This is an optimization exercise on Yosys and OpenROAD, whose aim is a short achievable clock period and few clock cycles, not a production implementation. RTL that was checked went through simulation tests only; none was proved equivalent to the original. The flow treats the clock pin as an ideal source. Dropping or thinning the clock tree relies on that and would not hold on a real chip. Power figures rest on the tool's default switching activity, not on a simulated workload.

==> flow/design.v (excerpt) <==
module day4_top( clk, rst, rom_addr, rom_data, sum_overlap, sum_contain, done );
Size in the first run: about 360 flip-flops, ~57 I/O pins, about 10000 sq um of cells after synthesis.
export LEC_CHECK = 0
export ABC_CLOCK_PERIOD_IN_PS = 1500
export CAP_MARGIN = 20
export CORE_MARGIN = 2
export CORE_UTILIZATION = 60
export PLACE_DENSITY = 0.7
export SETUP_SLACK_MARGIN = 2.6
export SLEW_MARGIN = 20
export TNS_END_PERCENT = 100
export POST_CTS_TCL = /design/flow/flow/clocktree.tcl
create_clock -name core_clock -period 4.0 [get_ports {clk}]
standard.sh (not shown) runs the stock make flow with config.mk's settings and CLKGATE_MAP_FILE= SYNTH_SCRIPT=/design/flow/synth_recipe.tcl, a recipe that flattens the netlist after the stock synthesis.
==> flow/flow/run.sh <==
#!/bin/bash
# The standard layout, with the clock tree that ORFS's CTS builds replaced
# by a two-level one (flow/clocktree.tcl, run as ORFS's POST_CTS_TCL hook).
set -euo pipefail
here=$(pwd)
echo "export POST_CTS_TCL = $here/flow/clocktree.tcl" >> config.mk
bash standard.sh finish > standard_make.log 2>&1
Other scripts of this flow, unchanged in this note and not shown: flow/flow/clocktree.tcl
The baseline ran to the end with no violations.
Testbench counts at the start, summed over its fixed seeds: cycles 23,775.
Edit:
--- a/flow/design.v
+++ b/flow/design.v
@@ -2,65 +2,57 @@
 module day4_top( clk, rst, rom_addr, rom_data, sum_overlap, sum_contain, done );
     input clk;
     input rst;
     output [13:0] rom_addr;
     input [7:0] rom_data;
     output [15:0] sum_contain;
     output [15:0] sum_overlap;
     output done;
-    function lt_hi(input [6:0] x, input [6:0] y);
-        reg [6:0] g, n;
-        begin
-            g = ~x & y;
-            n = ~x | y;    
-            lt_hi = g[6] |
-                    (n[6] & g[5]) |
-                    (n[6] & n[5] & g[4]) |
-                    (n[6] & n[5] & n[4] & g[3]);
-        end
+    function lt2(input x1, input x0, input y1, input y0);
+        lt2 = (~x1 & y1) | ((~x1 | y1) & ~x0 & y0);
     endfunction
-    function lt_lo(input [6:0] x, input [6:0] y);
-        reg [6:0] g, n;
-        begin
-            g = ~x & y;
-            n = ~x | y;
-            lt_lo = g[2] |
-                    (n[2] & g[1]) |
-                    (n[2] & n[1] & g[0]);
-        end
+    function [7:0] grp(input [6:0] x, input [6:0] y);
+        grp = {lt2(y[6], y[5], x[6], x[5]), lt2(y[4], y[3], x[4], x[3]),
+               lt2(y[2], y[1], x[2], x[1]), lt2(1'b0, y[0], 1'b0, x[0]),
+               lt2(x[6], x[5], y[6], y[5]), lt2(x[4], x[3], y[4], y[3]),
+               lt2(x[2], x[1], y[2], y[1]), lt2(1'b0, x[0], 1'b0, y[0])};
+    endfunction
+    function [3:0] halves(input [7:0] g);
+        halves = {g[5] | (~g[1] & g[4]), g[1] | (~g[5] & g[0]),
+                  g[7] | (~g[3] & g[6]), g[3] | (~g[7] & g[2])};
     endfunction
     localparam S_NEW = 0,    
                S_RA  = 1,    
                S_RD1 = 2,    
                S_RB2 = 3,    
                S_RC2 = 4,    
                S_RC  = 5,    
                S_RB3 = 6,    
                S_RD3 = 7,    
                S_RD4 = 8,    
                S_RB4 = 9,    
                S_IDL = 10;   
     localparam NS = 11;
     localparam [NS-1:0] ST_NEW = 1 << S_NEW, ST_RA = 1 << S_RA, ST_IDL = 1 << S_IDL;
     reg [13:0] addr;
     reg [6:0]  data_q;         
-    reg [6:0]  data_n;         
+    reg [7:0]  ga, gb, gc, gd;
     reg        in99, inzero;   
     reg [NS-1:0] stA;
     reg [11:0]   lineA;
     reg [6:0]    aA, bA, cA, dA;
     reg          acA, caA, dbA, bdA, adA, cbA;   
     reg [NS-1:0] stB;
     reg [11:0]   lineB;
     reg [6:0]    aB, bB, cB, dB;
     reg          acB, caB, dbB, bdB, adB, cbB;
     reg          hiB;         
     reg [3:0]    ca, cb, cd;
-    reg [2:0]    cc;
+    reg [3:0]    cc;
     reg          is99, zero;
     reg [NS-1:0] stC;
     reg [11:0]   lineC;
     reg [6:0]    aC, bC, cC, dC;
     reg          acC, caC, dbC, bdC, adC, cbC;
     reg          freeC;       
     reg          zeroC;       
     reg          bothC;       
@@ -79,17 +71,16 @@
     reg [15:0] out_c, out_o;   
     reg [2:0]  fc, fo;         
     reg        int_done;
     assign rom_addr = addr;
     assign sum_contain = out_c;
     assign sum_overlap = out_o;
     assign done = int_done;
     wire [6:0] v = data_q;
-    wire [6:0] w = ~data_n;    
     wire rd_a = stA[S_RA];
     wire rd_b = stA[S_RB2] | stA[S_RB3] | stA[S_RB4];
     wire rd_c = stA[S_RC2] | stA[S_RC];
     wire rd_d = stA[S_RD1] | stA[S_RD3] | stA[S_RD4];
     wire lt_a = ca[0] | (~ca[1] & ca[2]);
     wire lt_b = cb[0] | (~cb[1] & cb[2]);
     wire lt_c = cc[0] | (~cc[1] & cc[2]);
     wire lt_d = cd[0] | (~cd[1] & cd[2]);
@@ -129,17 +120,20 @@
     wire n_cb = b_after_c ? ~lt_c : c_after_b ? (lt_b | eq_b) : cbB;
     wire new_line = freeC & ~term;
     wire to_idle  = (stC[S_RA] & (zeroC | term)) | (freeC & term) | stC[S_IDL];
     wire [NS-1:0] n_st = new_line ? ST_RA : to_idle ? ST_IDL : contC;
     wire [11:0] n_line = new_line ? next_line : lineC;
     wire [1:0]  n_off  = new_line ? 2'd0 : offC;
     always @(posedge clk) begin
         data_q <= rom_data[6:0];
-        data_n <= ~rom_data[6:0];
+        ga <= grp(rom_data[6:0], aD);
+        gb <= grp(rom_data[6:0], bD);
+        gc <= grp(rom_data[6:0], cD);
+        gd <= grp(rom_data[6:0], dD);
         in99 <= (rom_data[6:0] == 7'd99);
         inzero <= (rom_data == 8'd0);
         if (rst) begin
             addr <= 14'd0;
             stA <= ST_NEW;
             stB <= ST_NEW;
             stC <= ST_NEW;
             stD <= ST_RA;
@@ -215,20 +209,20 @@
         end
         lineB <= lineA;
         aB <= rd_a ? v : aA;
         bB <= rd_b ? v : bA;
         cB <= rd_c ? v : cA;
         dB <= rd_d ? v : dA;
         acB <= acA; caB <= caA; dbB <= dbA; bdB <= bdA; adB <= adA; cbB <= cbA;
         hiB <= v[6];
-        ca <= {lt_lo(aA, w), lt_lo(w, aA), lt_hi(aA, w), lt_hi(w, aA)};
-        cb <= {lt_lo(bA, w), lt_lo(w, bA), lt_hi(bA, w), lt_hi(w, bA)};
-        cc <= {lt_lo(w, cA), lt_hi(cA, w), lt_hi(w, cA)};
-        cd <= {lt_lo(dA, w), lt_lo(w, dA), lt_hi(dA, w), lt_hi(w, dA)};
+        ca <= halves(ga);
+        cb <= halves(gb);
+        cc <= halves(gc);
+        cd <= halves(gd);
         is99 <= in99;
         zero <= inzero;
         lineC <= lineB;
         aC <= aB; bC <= bB; cC <= cB; dC <= dB;
         acC <= n_ac; caC <= n_ca; dbC <= n_db; bdC <= n_bd; adC <= n_ad; cbC <= n_cb;
         contC <= cont;
         offC <= cont_off;
         aD <= aC; bD <= bC; cD <= cC; dD <= dC;
Worst setup slack is worse by 0.076 ns.
Routed wire length went up by 5.9%.
Power increases by 15%.
Global-route usage rose by 0.41 points.
Cell area grows by 7.2%.
Flip-flop and latch count climbs by 24.
Via count rose by 2.8%.
No functional check of the RTL was part of the second run of this note. No run of this note takes its clock network from TritonCTS; it comes from the design's own scripts or RTL.


day4_top, a different RTL version from the one above (not shown whole).
Size: about 310 flip-flops, ~57 I/O pins.
clock: 4.0 ns
lec_check: 0
abc_clock_period_in_ps: 1500
cap_margin: 20
core_margin: 2
core_utilization: 60
place_density: 0.7
setup_slack_margin: 2.8
slew_margin: 20
tns_end_percent: 100
post_cts_tcl: /design/flow/flow/clocktree.tcl
Scripts as last shown in full above: flow/flow/run.sh
Other scripts of this flow, unchanged in this note and not shown: flow/flow/clocktree.tcl
Rerun with:
--- a/flow/design.v
+++ b/flow/design.v
@@ -1,32 +1,33 @@
 `timescale 1ns / 1ps
 module day4_top( clk, rst, rom_addr, rom_data, sum_overlap, sum_contain, done );
     input clk;
     input rst;
     output [13:0] rom_addr;
     input [7:0] rom_data;
     output [15:0] sum_contain;
     output [15:0] sum_overlap;
     output done;
     function lt7(input [6:0] x, input [6:0] y);
-        reg [6:0] e;
+        reg [6:0] g, n;
         begin
-            e = ~(x ^ y);
-            lt7 = (~x[6] & y[6]) |
-                  (e[6] & ~x[5] & y[5]) |
-                  (e[6] & e[5] & ~x[4] & y[4]) |
-                  (e[6] & e[5] & e[4] & ~x[3] & y[3]) |
-                  (e[6] & e[5] & e[4] & e[3] & ~x[2] & y[2]) |
-                  (e[6] & e[5] & e[4] & e[3] & e[2] & ~x[1] & y[1]) |
-                  (e[6] & e[5] & e[4] & e[3] & e[2] & e[1] & ~x[0] & y[0]);
+            g = ~x & y;
+            n = ~x | y;    
+            lt7 = g[6] |
+                  (n[6] & g[5]) |
+                  (n[6] & n[5] & g[4]) |
+                  (n[6] & n[5] & n[4] & g[3]) |
+                  (n[6] & n[5] & n[4] & n[3] & g[2]) |
+                  (n[6] & n[5] & n[4] & n[3] & n[2] & g[1]) |
+                  (n[6] & n[5] & n[4] & n[3] & n[2] & n[1] & g[0]);
         end
     endfunction
     localparam S_NEW = 0,    
                S_RA  = 1,    
                S_RD1 = 2,    
                S_RB2 = 3,    
                S_RC2 = 4,    
                S_RC  = 5,    
                S_RB3 = 6,    
                S_RD3 = 7,    
                S_RD4 = 8,    
                S_RB4 = 9,    
@@ -166,27 +167,27 @@
         end
         lineB <= lineA;
         aB <= rd_a ? v : aA;
         bB <= rd_b ? v : bA;
         cB <= rd_c ? v : cA;
         dB <= rd_d ? v : dA;
         acB <= acA; caB <= caA; dbB <= dbA; bdB <= bdA; adB <= adA; cbB <= cbA;
         hiB <= v[6];
         lt_a <= lt7(v, aA);
         lt_b <= lt7(v, bA);
         lt_c <= lt7(v, cA);
         lt_d <= lt7(v, dA);
-        eq_a <= (v == aA);
-        eq_b <= (v == bA);
-        eq_d <= (v == dA);
+        eq_a <= ~lt7(v, aA) & ~lt7(aA, v);
+        eq_b <= ~lt7(v, bA) & ~lt7(bA, v);
+        eq_d <= ~lt7(v, dA) & ~lt7(dA, v);
         is99 <= (v == 7'd99);
         zero <= (data_q == 8'd0);
         lineC <= lineB;
         aC <= aB; bC <= bB; cC <= cB; dC <= dB;
         acC <= n_ac; caC <= n_ca; dbC <= n_db; bdC <= n_bd; adC <= n_ad; cbC <= n_cb;
         contC <= cont;
         offC <= cont_off;
         aD <= aC; bD <= bC; cD <= cC; dD <= dC;
         acD <= acC; caD <= caC; dbD <= dbC; bdD <= bdC; adD <= adC; cbD <= cbC;
         lineA <= lineD;
         aA <= aD; bA <= bD; cA <= cD; dA <= dD;
         acA <= acD; caA <= caD; dbA <= dbD; bdA <= bdD; adA <= adD; cbA <= cbD;
- The new run produced a clean layout
- routed wire length climbs by about 3%
- setup slack degrades by 0.049 ns
- final area increases by 0.62%
- sequential power hardly moves
- clock power went up by about 10%
- hold slack degrades by 0.0045 ns
- sequential share of layout area decreases by 0.37 points
Function was not checked in any run of this note: the RTL went through the layout flow alone. No run of this note takes its clock network from TritonCTS; it comes from the design's own scripts or RTL.

==> re-timing with driven ports <==
No port has a modelled driver above. Below, the same layouts with a new extraction and two added sets of constraints. Step 1, drivers: a clkbuf_16 drives clk and a buf_2 each remaining input, both assumed. Step 2 also shifts input and output timing later by t, the mid clock arrival at the registers, as if the neighbouring blocks saw the same clock. Three values: ideal, step 1, step 2; two values: the first two.
run | t (ns) | setup slack, ns | worst register clock-pin slew, ns | pins driven straight from the clock port
the first run of note 1 | 0.316 | 2.604 / 2.432 / 2.395 | 0.08 / 0.08 | 4
the second run of note 1 | 0.318 | 2.528 / 2.414 / 2.309 | 0.09 / 0.09 | 4
the first run of note 2 | 0.370 | 2.425 / 2.350 / 2.311 | 0.08 / 0.08 | 4
the second run of note 2 | 0.379 | 2.376 / 2.327 / 2.376 | 0.08 / 0.09 | 4
After both steps setup and hold are still met in every run listed. For the second run of note 1, which loses most, drivers alone change the setup slack by -0.114 ns; drivers and shift together by -0.219 ns.
